Context: an optimization exercise on an open-source flow, tuned for small area and a short achievable clock period. The choices shown serve that exercise and are no tape-out recipe.
Where RTL was checked, it was by simulation tests only, not by an equivalence proof against the original.
No activity file was given, so power comes from the tool's default toggle rates.

## SIMD
module SIMD(clk,rst,opcode,funct3,funct7,rd_data1,rd_data2,rd_data3,w_add,immed,instrc_add,wr_add,wr_data);
input clk;
input rst;
input [6:0] opcode;
input [2:0] funct3;
input [6:0] funct7;
input [15:0] rd_data1;
input [15:0] rd_data2;
input [15:0] rd_data3;
input [4:0] w_add;
input [11:0] immed;
output [6:0] instrc_add;
output [4:0] wr_add;
output [15:0] wr_data;
wire alu = (opcode == 7'b0111011);
wire mac = (opcode == 7'b1001011);
wire shl = (opcode == 7'b0100011) | (opcode == 7'b1010011);
wire shr = (opcode == 7'b1100011);
wire m16 = (funct3 == 3'b001);
wire m8  = (funct3 == 3'b010);
wire m4  = (funct3 == 3'b100);
wire op_add  = alu & (funct7 == 7'b0000000);
wire op_sub  = alu & (funct7 == 7'b0100000);
wire op_mul  = alu & (funct7 == 7'b1000001);
wire op_mulh = alu & (funct7 == 7'b1000010);
wire op_madd  = mac & (funct7[1:0] == 2'b01);
wire op_maddh = mac & (funct7[1:0] == 2'b10);
wire op_and = alu & (funct7 == 7'b0001000);
wire op_or  = alu & (funct7 == 7'b0010000);
wire op_xor = alu & (funct7 == 7'b0011000);
wire op_not = alu & (funct7 == 7'b0110000);
wire lov = op_add | op_sub | op_mul | op_madd;    
wire hiv = op_mulh | op_maddh;                    
wire [15:0] imm = {{4{immed[10]}}, immed};
wire [3:0] k = imm[3:0];
wire shz = |imm[15:4];                            
wire k0 = (k == 4'd0);
wire lg = op_and | op_or | op_xor | op_not;
wire sel_lo16 = lg | (m16 & lov) | shl | (shr & k0);
wire sel_hi16 = (m16 & hiv) | (shr & ~k0);
wire ar = opcode[3];                   
wire bmul = opcode[6] | funct7[6];     
  ...
clock: 10.6 ns
lec_check: 0
cap_margin: 20
core_margin: 2
core_utilization: 40
setup_slack_margin: 5
slew_margin: 20
synth_hierarchical: 1
synth_minimum_keep_size: 0
run.sh (not shown) runs the stock make flow with config.mk's settings and CLKGATE_MAP_FILE= SYNTH_SCRIPT=/design/flow/synth_recipe.tcl, a recipe that flattens the netlist after the stock synthesis.
The starting point went through all stages and came out clean.
Then changed:
Settings changed: SETUP_SLACK_MARGIN 5 to 4.
- synthesized cell count stays the same
- fmax rises slightly
- clock skew hardly moves
- clock-buffer cell count is unchanged
- power falls by a few percent
Function was not checked in any run of this note: the RTL went through the layout flow alone.

== build 46 ==
SIMD, a different RTL version from the one above (not shown whole).
Size in the first run: roughly 1300 cells after synthesis.
clock: 10.6 ns
lec_check: 0
cap_margin: 20
core_margin: 2
core_utilization: 60
cts_buf_list: sky130_fd_sc_hd__clkbuf_4 sky130_fd_sc_hd__clkbuf_8
setup_slack_margin: 4
slew_margin: 20
synth_hierarchical: 1
synth_minimum_keep_size: 0
standard.sh (not shown) runs the stock make flow with config.mk's settings and CLKGATE_MAP_FILE= SYNTH_SCRIPT=/design/flow/synth_recipe.tcl, a recipe that flattens the netlist after the stock synthesis.
==> flow/flow/run.sh <==
#!/bin/bash
# The standard layout with two changes after synthesis (which is the
# standard one, unchanged): the port buffers that placement inserts start as
# buf_1 instead of the default delay buffer, and the resizer may swap a cell
# for one of another footprint.
set -e
bash standard.sh synth > synth.log 2>&1
export BUFFER_PORTS_ARGS="-buffer_cell sky130_fd_sc_hd__buf_1"
bash standard.sh MATCH_CELL_FOOTPRINT=0 finish > layout.log 2>&1
Inputs modified between build 46 and build 63:
- SETUP_SLACK_MARGIN: 4 -> 4.5
- CTS_BUF_LIST: sky130_fd_sc_hd__clkbuf_4 sky130_fd_sc_hd__clkbuf_8 -> unset
### Flow results
- Sort build 63 and build 46 by part of the power in combinational logic desc -> top: build 46
- Looking at build 63 and build 46, the number of instances in the placed design is a wash.
- On critical path depth, the lower figure sits with build 63, not build 46.
> inputs changed (build 63 -> build 70)
- SETUP_SLACK_MARGIN now 4, was 4.5
- CORE_UTILIZATION now 67, was 60
## What came out
- Diff build 63 and build 70: fraction of final layout cells with drive strength greater than 1 higher in build 63
- Higher clock share of power goes to build 70 over build 63.
- In the flow results for build 63 and build 70, the total routing resource utilization after global routing is smaller on build 63.
- Against build 63 as the reference, build 70 delivers a lower switching share of power.
- Area fraction of clock buffers and clock inverters in build 70 is 0.37 points above build 63.
- Reported for build 63 and build 70, sequential cell count turned out identical to the last digit.
- Die extent in x went down by a few percent going from build 63 to build 70.
- Non-clock buffer share of cell area ends up higher on build 63.
- Build 70: total number of vias 4.9% below build 63
- Build 63 leaves more setup margin than build 70.
- Final cell area: build 70 below build 63
The inputs of build 29 differ from those of build 70 as listed below.
- changing CORE_UTILIZATION from 67 to 50
Notes after the runs:
Looking at antenna diode count, build 29 sits above build 70. Compared with build 70, build 29 shows a non-clock buffer instance count of the final layout that is 1 lower. Layout buffering overhead excluding clock cells: build 29 vs build 70, no meaningful difference. Between build 70 and build 29, the flow reports weighted congestion reported at the end of routability-driven placement decreasing by a little under 10%. Build 29 went all the way through synthesis, placement and routing and the layout is clean on timing, DRC and antenna. [build 29] highest cell delay on the worst timing path fell 90 ps relative to build 70. Worst setup path startpoint = rd_data1[10]: build 70; worst setup path startpoint = rd_data1[2]: build 29. When build 29 is measured against build 70, its via count turns out 2.7% lower. Sort build 29 and build 70 by combined global-route utilization of all metal layers, ascending, and build 29 comes first. Initial core utilization delta for build 29 relative to build 70: 18 points lower.

SIMD, a different RTL version from the one above (not shown whole).
For scale: roughly 1,600 cells after synthesis, roughly 82 flip-flops, ~110 I/O pins, roughly 14,000 um^2 of cells after synthesis.
make LEC_CHECK=0 CAP_MARGIN=20 CORE_MARGIN=2 CORE_UTILIZATION=40 SETUP_SLACK_MARGIN=5 SLEW_MARGIN=20 SYNTH_HIERARCHICAL=1 SYNTH_MINIMUM_KEEP_SIZE=0 finish   # period 10.6 ns
run.sh (not shown) runs the stock make flow with config.mk's settings and CLKGATE_MAP_FILE= SYNTH_SCRIPT=/design/flow/synth_recipe.tcl, a recipe that flattens the netlist after the stock synthesis.
Stock flow here: none of the scripts above is used.
Rerun with:
SETUP_SLACK_MARGIN = 3   (was 5)
The new run went through all stages and came out clean; routed wire length falls by about 5%; flip-flop and latch count is unchanged; die area stays the same; final area is lower by 11%; non-clock buffer count drops by 84; sequential power falls by about 1%; setup slack gets worse by 1.0 ns; cell count drops by 4.0%; global-route usage went down by 0.82 points; clock skew stays flat.
Rerun with:
SETUP_SLACK_MARGIN = not set   (was 3)
Setup slack loses 1.2 ns. Power barely changes. Routed wire length came out lower by 0.36%. Flip-flop and latch count does not change. Worst hold slack is about the same.
Function was not checked in any run of this note: the RTL went through the layout flow alone.

== old ==
SIMD, a different RTL version from the one above (not shown whole).
For scale: ~1300 cells after synthesis, ~80 flip-flops, ~13000 um^2 of cells after synthesis.
## SIMD
module SIMD(clk,rst,opcode,funct3,funct7,rd_data1,rd_data2,rd_data3,w_add,immed,instrc_add,wr_add,wr_data);
clock: 10.6 ns
lec_check: 0
cap_margin: 20
core_margin: 2
core_utilization: 60
setup_slack_margin: 4
slew_margin: 20
synth_hierarchical: 1
synth_minimum_keep_size: 0
standard.sh (not shown) runs the stock make flow with config.mk's settings and CLKGATE_MAP_FILE= SYNTH_SCRIPT=/design/flow/synth_recipe.tcl, a recipe that flattens the netlist after the stock synthesis.
==> flow/flow/run.sh <==
#!/bin/bash
set -e
export BUFFER_PORTS_ARGS="-buffer_cell sky130_fd_sc_hd__buf_1"
bash standard.sh > standard.log 2>&1
The inputs of new differ from those of old as listed below.
==> flow/run.sh (new file) <==
#!/bin/bash
# synth_recipe.tcl (not shown) runs the flow's synth.tcl, then flattens the netlist and writes it again
# the make line also repeats each setting of config.mk as NAME=value (left out here)
make -C /OpenROAD-flow-scripts/flow DESIGN_CONFIG=/design/flow/config.mk WORK_HOME=/design/flow/orfs CLKGATE_MAP_FILE= SYNTH_SCRIPT=/design/flow/synth_recipe.tcl finish
removed: flow/flow/run.sh
removed: flow/standard.sh
new: PASS, flow complete, no timing, DRC or antenna violations. Summary of the comparison: shortest clock period the worst path allows after layout is higher in new, relative to old. Of new and old, new shows the lower relative contribution of the clock network to total power, with old above it. From old to new the numbers moved as follows: power density relative to cell area dropped 6.8%, pin slew with the least headroom to its limit increased 0.077 ns. Logic gate share of total power: new > old.

SIMD, a different RTL version from the one above (not shown whole).
Size: ~1,300 cells after synthesis, roughly 110 I/O pins, ~12,000 sq um of cells after synthesis.
clock: 10.6 ns
lec_check: 0
cap_margin: 20
core_margin: 2
core_utilization: 60
cts_buf_list: sky130_fd_sc_hd__clkbuf_8
gpl_routability_driven: 0
setup_slack_margin: 4
slew_margin: 20
synth_hierarchical: 1
synth_minimum_keep_size: 0
==> flow/flow/run.sh <==
#!/bin/bash
# The standard layout with two changes after synthesis (which is the
# standard one, unchanged): the port buffers that placement inserts start as
# buf_1 instead of the default delay buffer, and the resizer may swap a cell
# for one of another footprint.
set -e
bash standard.sh synth > synth.log 2>&1
export BUFFER_PORTS_ARGS="-buffer_cell sky130_fd_sc_hd__buf_1"
bash standard.sh MATCH_CELL_FOOTPRINT=0 finish > layout.log 2>&1
Rerun with:
--- a/flow/config.mk
+++ b/flow/config.mk
@@ -10,6 +10,5 @@
 export CORE_UTILIZATION = 60
 export CTS_BUF_LIST = sky130_fd_sc_hd__clkbuf_8
-export GPL_ROUTABILITY_DRIVEN = 0
-export SETUP_SLACK_MARGIN = 4
+export SETUP_SLACK_MARGIN = 3.8
 export SLEW_MARGIN = 20
 export SYNTH_HIERARCHICAL = 1
The changed run passed the timing, DRC and antenna checks; wire length is lower by 0.32%; cell area is lower by 3.4%; hold slack loses 0.016 ns; synthesized cell count is unchanged; clock power is higher by about 8%; setup slack degrades by 0.21 ns; synthesized area stays the same.

Another version of the RTL of SIMD (not shown whole).
Size: roughly 1300 cells after synthesis, roughly 80 flip-flops, about 13000 sq um of cells after synthesis.
Design SIMD, start of the top module:
module SIMD(clk,rst,opcode,funct3,funct7,rd_data1,rd_data2,rd_data3,w_add,immed,instrc_add,wr_add,wr_data);
==> flow/config.mk <==
export PLATFORM = sky130hd
export DESIGN_NAME = SIMD
export DESIGN_NICKNAME = SIMD
export VERILOG_FILES = /design/flow/design.v
export SDC_FILE = /design/flow/constraint.sdc
export NUM_CORES = 4
export LEC_CHECK = 0
export CAP_MARGIN = 20
export CORE_MARGIN = 2
export CORE_UTILIZATION = 60
export SETUP_SLACK_MARGIN = 4
export SLEW_MARGIN = 20
export SYNTH_HIERARCHICAL = 1
export SYNTH_MINIMUM_KEEP_SIZE = 0
==> flow/constraint.sdc <==
create_clock -name core_clock -period 10.6 [get_ports {clk}]
set_input_delay 2.1200 -clock core_clock [delete_from_list [all_inputs] [get_ports {clk}]]
set_output_delay 2.1200 -clock core_clock [all_outputs]
set_load 0.01 [all_outputs]
Scripts as last shown in full above: flow/flow/run.sh
Then changed:
==> flow/flow/run.sh (replaced) <==
#!/bin/bash
# The standard layout, with one change: the port buffers that placement
# inserts start as buf_1 instead of the default delay buffer (the resizer
# still sizes them as timing needs). Synthesis is the standard one, unchanged.
set -e
bash standard.sh synth > synth.log 2>&1
export BUFFER_PORTS_ARGS="-buffer_cell sky130_fd_sc_hd__buf_1"
export RECOVER_POWER=100
bash standard.sh > layout.log 2>&1
Effect:
- With this change the flow produced a layout that fails on capacitance limit, slew limit
- first-iteration DRC count falls by about 13%
- worst setup slack got worse by 1600 ps
- maximum frequency falls by 20%
- via count barely changes
Then changed:
==> flow/run.sh (new file) <==
#!/bin/bash
# synth_recipe.tcl (not shown) runs the flow's synth.tcl, then flattens the netlist and writes it again
# the make line also repeats each setting of config.mk as NAME=value (left out here)
make -C /OpenROAD-flow-scripts/flow DESIGN_CONFIG=/design/flow/config.mk WORK_HOME=/design/flow/orfs CLKGATE_MAP_FILE= SYNTH_SCRIPT=/design/flow/synth_recipe.tcl finish
removed: flow/flow/run.sh
removed: flow/standard.sh
Result: This time the run produced a clean layout. Maximum frequency rose by 25%. Non-clock buffer count increases by 4. Setup slack gets better by 1600 ps. Final cell count hardly moves. Combinational power is higher by about 9%. Via count increases by 1.8%. Routed wire length climbs by 3.7%. Synthesized cell count stays the same. Power rose by 7.3%. Clock-buffer cell count stays the same. Critical path depth climbs by 1.
No run of this note included a check of the RTL's function; only the layout flow was run.

Setup of run A:
Another version of the RTL of SIMD (not shown whole).
For scale: roughly 110 I/O pins, roughly 13000 µm² of cells after synthesis.
==> flow/config.mk <==
export PLATFORM = sky130hd
export DESIGN_NAME = SIMD
export DESIGN_NICKNAME = SIMD
export VERILOG_FILES = /design/flow/design.v
export SDC_FILE = /design/flow/constraint.sdc
export NUM_CORES = 4
export LEC_CHECK = 0
export CAP_MARGIN = 0
export CORE_MARGIN = 2
export CORE_UTILIZATION = 40
export SETUP_SLACK_MARGIN = 4
export SLEW_MARGIN = 0
export SYNTH_HIERARCHICAL = 1
export SYNTH_MINIMUM_KEEP_SIZE = 0
==> flow/constraint.sdc <==
create_clock -name core_clock -period 10.6 [get_ports {clk}]
set_input_delay 2.1200 -clock core_clock [delete_from_list [all_inputs] [get_ports {clk}]]
set_output_delay 2.1200 -clock core_clock [all_outputs]
set_load 0.01 [all_outputs]
run.sh (not shown) runs the stock make flow with config.mk's settings and CLKGATE_MAP_FILE= SYNTH_SCRIPT=/design/flow/synth_recipe.tcl, a recipe that flattens the netlist after the stock synthesis.
Stock flow here: none of the scripts above is used.
Changes in run B relative to run A:
# run A
export LEC_CHECK = 0
export CAP_MARGIN = 0
export CORE_MARGIN = 2
export CORE_UTILIZATION = 40
export SETUP_SLACK_MARGIN = 4
export SLEW_MARGIN = 0
export SYNTH_HIERARCHICAL = 1
export SYNTH_MINIMUM_KEEP_SIZE = 0
create_clock -name core_clock -period 10.6 [get_ports {clk}]
# run B
export LEC_CHECK = 0
export CAP_MARGIN = 20
export CORE_MARGIN = 2
export CORE_UTILIZATION = 40
export SETUP_SLACK_MARGIN = 5
export SLEW_MARGIN = 20
export SYNTH_HIERARCHICAL = 1
export SYNTH_MINIMUM_KEEP_SIZE = 0
create_clock -name core_clock -period 10.6 [get_ports {clk}]
Notes after the runs:
Re flip-flop and latch count: no difference whatsoever between run B and run A.
In run B, the routing usage on met1 came out 2.3 points above the value in run A.
The area added between synthesis and finish reported for run B is greater than that of run A by 7.3 points.
Buffer and inverter count on the worst path in run B is 1 lower than in run A
Compared with run A, in run B instance count on the critical path went down; setup slack went up; sum of met3 wire segment lengths after detailed routing went up; number of fill cells in the layout went down; internal power consumption went up.
Going from run A to run B, total power grew by a few percent.
### run B -> run C
# run B
export LEC_CHECK = 0
export CAP_MARGIN = 20
export CORE_MARGIN = 2
export CORE_UTILIZATION = 40
export SETUP_SLACK_MARGIN = 5
export SLEW_MARGIN = 20
export SYNTH_HIERARCHICAL = 1
export SYNTH_MINIMUM_KEEP_SIZE = 0
create_clock -name core_clock -period 10.6 [get_ports {clk}]
# run C
export LEC_CHECK = 0
export CAP_MARGIN = 20
export CORE_MARGIN = 2
export CORE_UTILIZATION = 60
export SETUP_SLACK_MARGIN = 4
export SLEW_MARGIN = 20
export SYNTH_HIERARCHICAL = 1
export SYNTH_MINIMUM_KEEP_SIZE = 0
create_clock -name core_clock -period 10.6 [get_ports {clk}]
Results
Run C: no failed stages, no open violations at the end. Run C ends up with a global-route usage that is 9.6 points higher than in run B. Relative to run B, switching power total has decreased by 0.000069 W in run C. Between run C and run B, it is run C whose portion of total power attributed to combinational logic is lower, by 4.0 points. The run showing the greater net total in the final layout is run B. Comparing run B against run C, there is no change at all in post-synthesis compound-gate area fraction.
### run C -> run D
# run C
export LEC_CHECK = 0
export CAP_MARGIN = 20
export CORE_MARGIN = 2
export CORE_UTILIZATION = 60
export SETUP_SLACK_MARGIN = 4
export SLEW_MARGIN = 20
export SYNTH_HIERARCHICAL = 1
export SYNTH_MINIMUM_KEEP_SIZE = 0
create_clock -name core_clock -period 10.6 [get_ports {clk}]
# run D
export LEC_CHECK = 0
export ABC_AREA = 1
export CAP_MARGIN = 20
export CORE_MARGIN = 2
export CORE_UTILIZATION = 60
export SETUP_SLACK_MARGIN = 4
export SLEW_MARGIN = 20
export SYNTH_HIERARCHICAL = 1
export SYNTH_MINIMUM_KEEP_SIZE = 0
create_clock -name core_clock -period 10.6 [get_ports {clk}]
### Flow results
Summary of the comparison: final period utilization is lower in run D, relative to run C. Number of clock buffers in the layout across run D and run C: no real change. Changes observed in run D relative to run C: routed metal-1 wirelength rose by 620 µm, sequential share of layout area decreased 0.69 points, final cell area excluding filler cells higher, number of gates resized after CTS went up 77%. [run D vs run C] standard-cell row count: higher in run D. Run D vs. run C: relative contribution of the clock network to total power lower; required time at the worst-slack endpoint lower; fraction of power consumed by sequential logic lower. Looking at die footprint, run D sits above run C.
Modified inputs, run E compared to run D
# run D
export LEC_CHECK = 0
export ABC_AREA = 1
export CAP_MARGIN = 20
export CORE_MARGIN = 2
export CORE_UTILIZATION = 60
export SETUP_SLACK_MARGIN = 4
export SLEW_MARGIN = 20
export SYNTH_HIERARCHICAL = 1
export SYNTH_MINIMUM_KEEP_SIZE = 0
create_clock -name core_clock -period 10.6 [get_ports {clk}]
# run E
export LEC_CHECK = 0
export CAP_MARGIN = 20
export CORE_MARGIN = 2
export CORE_UTILIZATION = 65
export SETUP_SLACK_MARGIN = 4
export SLEW_MARGIN = 20
export SYNTH_HIERARCHICAL = 1
export SYNTH_MINIMUM_KEEP_SIZE = 0
create_clock -name core_clock -period 10.6 [get_ports {clk}]
## What came out
- Run E against run D: post-placement worst setup slack now sits higher, leakage power now sits lower, worst hold-check slack now sits lower, number of ordinary inverters in the final layout now sits lower.
Input-level comparison between run F and run E:
# run E
export LEC_CHECK = 0
export CAP_MARGIN = 20
export CORE_MARGIN = 2
export CORE_UTILIZATION = 65
export SETUP_SLACK_MARGIN = 4
export SLEW_MARGIN = 20
export SYNTH_HIERARCHICAL = 1
export SYNTH_MINIMUM_KEEP_SIZE = 0
create_clock -name core_clock -period 10.6 [get_ports {clk}]
# run F
export LEC_CHECK = 0
export CAP_MARGIN = 20
export CORE_MARGIN = 2
export CORE_UTILIZATION = 40
export SETUP_SLACK_MARGIN = 4
export SLEW_MARGIN = 20
export SYNTH_HIERARCHICAL = 1
export SYNTH_MINIMUM_KEEP_SIZE = 0
create_clock -name core_clock -period 10.6 [get_ports {clk}]
Results
[compare] base=run E new=run F: final max-slew violation count held steady, fraction of met2 tracks used by global routing has decreased, fmax ~0 delta, worst setup slack after layout went up.
Comparing run F and run E, post-placement cell count is lower on run E.
Between run E and run F, the cell count went up.

==> re-timing with driven ports <==
Ports are ideal in the flow. The routed layouts listed here were re-timed in OpenROAD.
Step 1: set_driving_cell puts a clkbuf_16 on clk and a buf_2 on each other input, an assumption about the parent block.
Step 2 times the ports against the registers' clock, not the clock port: input delays grow and output delays shrink by t, the midpoint of the rising clock arrivals with the driver on.
a / b / c = ideal / step 1 / step 2; a / b = the first two.
| run | shift t [ns] | setup slack, ns | clock arrival spread, ns | slew at the worst register clock pin (ns) | worst slew at a driven data input, ns |
|---|---|---|---|---|---|
| the first run of note 1 | 0.391 | 3.723 / 3.746 / 3.355 | 0.009 / 0.010 | 0.07 / 0.07 | 0.06 |
| the second run of note 1 | 0.386 | 3.779 / 3.771 / 3.386 | 0.011 / 0.011 | 0.07 / 0.07 | 0.07 |
| build 46 | 0.407 | 4.051 / 4.070 / 3.663 | 0.015 / 0.014 | 0.09 / 0.09 | 0.05 |
| build 63 | 0.385 | 4.303 / 4.322 / 3.938 | 0.012 / 0.011 | 0.07 / 0.07 | 0.14 |
| build 70 | 0.374 | 3.894 / 3.913 / 3.539 | 0.013 / 0.013 | 0.06 / 0.06 | 0.04 |
| build 29 | 0.366 | 3.962 / 3.976 / 3.609 | 0.011 / 0.011 | 0.06 / 0.06 | 0.04 |
| the first run of note 3 | 0.389 | 4.303 / 4.313 / 3.924 | 0.014 / 0.014 | 0.07 / 0.07 | 0.09 |
| the second run of note 3 | 0.392 | 3.277 / 3.302 / 2.910 | 0.010 / 0.009 | 0.07 / 0.07 | 0.09 |
| the third run of note 3 | 0.392 | 2.099 / 2.125 / 1.733 | 0.010 / 0.010 | 0.07 / 0.07 | 0.09 |
| old | 0.404 | 4.045 / 4.076 / 3.672 | 0.016 / 0.017 | 0.08 / 0.08 | 0.06 |
| new | 0.394 | 4.010 / 4.039 / 3.645 | 0.011 / 0.011 | 0.07 / 0.07 | 0.06 |
| the first run of note 5 | 0.401 | 4.102 / 4.128 / 3.726 | 0.026 / 0.025 | 0.10 / 0.10 | 0.05 |
| the second run of note 5 | 0.405 | 3.893 / 3.919 / 3.514 | 0.025 / 0.025 | 0.09 / 0.09 | 0.06 |
| the first run of note 6 | 0.397 | 4.055 / 4.073 / 3.676 | 0.024 / 0.024 | 0.09 / 0.09 | 0.07 |
| the second run of note 6 | 0.392 | 2.434 / 2.466 / 2.074 | 0.014 / 0.014 | 0.07 / 0.07 | 0.06 |
| the third run of note 6 | 0.394 | 4.053 / 4.064 / 3.670 | 0.020 / 0.020 | 0.08 / 0.08 | 0.07 |
| run A | 0.379 | 3.795 / 3.787 / 3.408 | 0.015 / 0.015 | 0.07 / 0.07 | 0.07 |
| run B | 0.372 | 3.863 / 3.840 / 3.468 | 0.013 / 0.012 | 0.07 / 0.07 | 0.08 |
| run C | 0.381 | 3.845 / 3.837 / 3.457 | 0.011 / 0.011 | 0.07 / 0.07 | 0.07 |
| run D | 0.396 | 3.990 / 4.018 / 3.622 | 0.010 / 0.010 | 0.07 / 0.07 | 0.05 |
| run E | 0.390 | 3.791 / 3.798 / 3.408 | 0.011 / 0.011 | 0.07 / 0.07 | 0.06 |
| run F | 0.379 | 3.795 / 3.787 / 3.408 | 0.015 / 0.015 | 0.07 / 0.07 | 0.07 |
For run B, which loses most, drivers alone change the setup slack by -0.023 ns; drivers and shift together by -0.395 ns.
